From an optimization exercise on the open Yosys and OpenROAD flow, aimed at small area; shortcuts taken in it are not production practice.
In this exercise RTL edits were held to simulation tests only and were not proved equivalent to the original.
The clock port is modelled as an ideal driver; clocking choices that lean on that would not hold on a real chip.

## v49
Design proj9_top, start of the top module:
module proj9_top(
	input wire  SCLK,
	input wire  MOSI,
	input wire  CSN,
	input wire  rst_n,
	output wire MISO,
	output wire MISO_enable
);
Size: about 5200 cells after synthesis, about 6 I/O pins.
export LEC_CHECK = 0
export CAP_MARGIN = 5
export CORE_MARGIN = 2
export CORE_UTILIZATION = 75
export SLEW_MARGIN = 5
create_clock -name core_clock -period 10.0 [get_ports {SCLK}]
standard.sh (not shown) runs the stock make flow with config.mk's settings and CLKGATE_MAP_FILE= SYNTH_SCRIPT=/design/flow/synth_recipe.tcl, a recipe that flattens the netlist after the stock synthesis.
==> flow/flow/run.sh <==
#!/bin/bash
# Own layout flow: the standard ORFS flow (standard.sh) with two changes:
#  - synthesis maps the combinational logic with ABC's area-oriented default
#    mapping (flow/abc_map.script) instead of ORFS's delay-oriented script;
#    registers are mapped exactly as in the standard synthesis;
#  - clock tree synthesis inserts no dummy loads.
# ORFS writes each step's full log under orfs/logs/; make's output for each
# phase goes to logs/ here.
set -euo pipefail
W=$PWD
mkdir -p "$W/logs"
rm -rf "$W/scripts_mod"
cp -r "$FLOW_HOME/scripts" "$W/scripts_mod"
cp "$W/flow/abc_map.script" "$W/scripts_mod/abc_speed.script"
bash standard.sh SCRIPTS_DIR="$W/scripts_mod" synth > "$W/logs/synth.log" 2>&1
export CTS_ARGS="-sink_clustering_enable -repair_clock_nets -sink_clustering_size 20 -sink_clustering_max_diameter 45 -buf_list sky130_fd_sc_hd__clkbuf_8 -dont_use_dummy_load"
bash standard.sh finish > "$W/logs/finish.log" 2>&1
==> flow/flow/abc_map.script <==
strash
&get -n
&fraig -x
&put
scorr
dc2
strash
&get -n
&dch -f
&nf -R 1000
&put
What v1 does differently from v49 at the input level:
-- flow/flow/run.sh --
<<< v49, line 6
#  - clock tree synthesis inserts no dummy loads.
>>> v1, line 6
#  - clock tree synthesis uses buf_6 leaf buffers and inserts no dummy loads;
#    flow/post_cts.tcl then upsizes the leaf buffers whose flip-flop clock
#    pins would see too slow a slew.
<<< v49, line 16
export CTS_ARGS="-sink_clustering_enable -repair_clock_nets -sink_clustering_size 20 -sink_clustering_max_diameter 45 -buf_list sky130_fd_sc_hd__clkbuf_8 -dont_use_dummy_load"
>>> v1, line 18
export CTS_ARGS="-sink_clustering_enable -repair_clock_nets -sink_clustering_size 18 -sink_clustering_max_diameter 42 -buf_list sky130_fd_sc_hd__buf_6 -dont_use_dummy_load"
export POST_CTS_TCL="$W/flow/post_cts.tcl"
-- flow/flow/abc_map.script --
<<< v49, line 10
&nf -R 1000
>>> v1, line 10
&nf
==> flow/flow/post_cts.tcl (new file) <==
# Sourced by ORFS's cts.tcl after clock tree synthesis (POST_CTS_TCL).
# Upsizes each clock-tree leaf buffer whose worst flip-flop clock-pin slew,
# estimated from placement, is above a threshold, then legalizes again.
proc clk_leaf_upsize { thr bigger } {
  set_propagated_clock [all_clocks]
  estimate_parasitics -placement
  set n 0
  foreach inst [get_cells -filter "ref_name =~ sky130_fd_sc_hd__buf_*"] {
    set out [get_pins -of_objects $inst -filter "direction==output"]
    set net [get_nets -of_objects $out]
    set w 0
    set clk 0
    foreach ld [get_pins -of_objects $net -filter "direction==input"] {
      if { [get_name $ld] eq "CLK" || [get_name $ld] eq "CLK_N" } {
        set clk 1
        foreach p {slew_max_rise slew_max_fall} {
          set w [expr { max($w, [get_property $ld $p]) }]
        }
      }
    }
    if { $clk && $w > $thr } {
      replace_cell $inst $bigger
      incr n
    }
  }
  puts "clk_leaf_upsize: $n leaf buffers upsized to $bigger"
}

clk_leaf_upsize 0.115 sky130_fd_sc_hd__buf_8
detailed_placement
check_placement -verbose
estimate_parasitics -placement
==> notes.md <==
Higher number of nets in the finished design was reported by v1, not v49.
| final number of hold-violating endpoints | v49 vs v1 | ≈ equal |
Layout-stage area growth over the synthesis result essentially unchanged between v49 and v1.
The highest-delay cell along the critical path comes out sky130_fd_sc_hd__nor3b_4 in one run and sky130_fd_sc_hd__and3b_4 in the other, namely in v49 and v1 respectively.
[compare] base=v49 new=v1: global-route usage has increased; fraction of area in registers ~0 delta; mux contribution to synthesized area held steady.
v1 ends up with a worst max-slew margin expressed relative to the limit that is 2.7 points lower than in v49.
> inputs changed (v1 -> v58)
-- flow/flow/run.sh --
<<< v1, line 2
# Own layout flow: the standard ORFS flow (standard.sh) with two changes:
>>> v58, line 2
# Own layout flow: the standard ORFS flow (standard.sh) with three changes:
<<< v1, line 6
#  - clock tree synthesis uses buf_6 leaf buffers and inserts no dummy loads;
#    flow/post_cts.tcl then upsizes the leaf buffers whose flip-flop clock
#    pins would see too slow a slew.
>>> v58, line 6
#  - clock tree synthesis inserts no dummy loads;
#  - the port buffers are buf_2 cells.
<<< v1, line 18
export CTS_ARGS="-sink_clustering_enable -repair_clock_nets -sink_clustering_size 18 -sink_clustering_max_diameter 42 -buf_list sky130_fd_sc_hd__buf_6 -dont_use_dummy_load"
export POST_CTS_TCL="$W/flow/post_cts.tcl"
>>> v58, line 17
export CTS_ARGS="-sink_clustering_enable -repair_clock_nets -sink_clustering_size 20 -sink_clustering_max_diameter 45 -buf_list sky130_fd_sc_hd__clkbuf_8 -dont_use_dummy_load"
export BUFFER_PORTS_ARGS="-buffer_cell sky130_fd_sc_hd__buf_2"
export RECOVER_POWER=100
export POST_GLOBAL_ROUTE_TCL="$W/flow/post_grt.tcl"
-- flow/flow/abc_map.script --
<<< v1, line 10
&nf
>>> v58, line 10
&nf -R 1000
==> flow/flow/post_grt.tcl (new file) <==
# Sourced by ORFS's global_route.tcl at its end (POST_GLOBAL_ROUTE_TCL): after
# power recovery has downsized non-critical cells, repair max slew and max
# capacitance again, legalize, and route the changed nets incrementally.
global_route -start_incremental
estimate_parasitics -global_routing
repair_design_helper
detailed_placement
global_route -end_incremental
estimate_parasitics -global_routing
report_check_types -max_slew -max_capacitance
removed: flow/flow/post_cts.tcl
==> comparison <==
Completing all stages was not enough for v58: its layout failed the final checks because of max-capacitance violations, max-slew violations.
Between v58 and v1, the difference in height of the die is negligible.
The cell count of v58 falls short of that of v1 by 32.
Between v58 and v1, the sequential portion of the cell area figures differ only marginally.
[inputs] v48 vs v58
-- flow/flow/run.sh --
<<< v58, line 2
# Own layout flow: the standard ORFS flow (standard.sh) with three changes:
>>> v48, line 2
# Own layout flow: the standard ORFS flow (standard.sh) with two changes:
<<< v58, line 6
#  - clock tree synthesis inserts no dummy loads;
#  - the port buffers are buf_2 cells.
>>> v48, line 6
#  - clock tree synthesis inserts no dummy loads.
<<< v58, line 19
export RECOVER_POWER=100
export POST_GLOBAL_ROUTE_TCL="$W/flow/post_grt.tcl"
>>> v48, line 18
removed: flow/flow/post_grt.tcl
v48 completed; timing, DRC and antenna clean. v58 finished all stages; however, its layout fails the closing checks, the failures being max-capacitance violations, max-slew violations. v58 → v48: overall die height has remained practically unchanged; via count has decreased. v58 and v48 ended up with roughly the same area of the die.
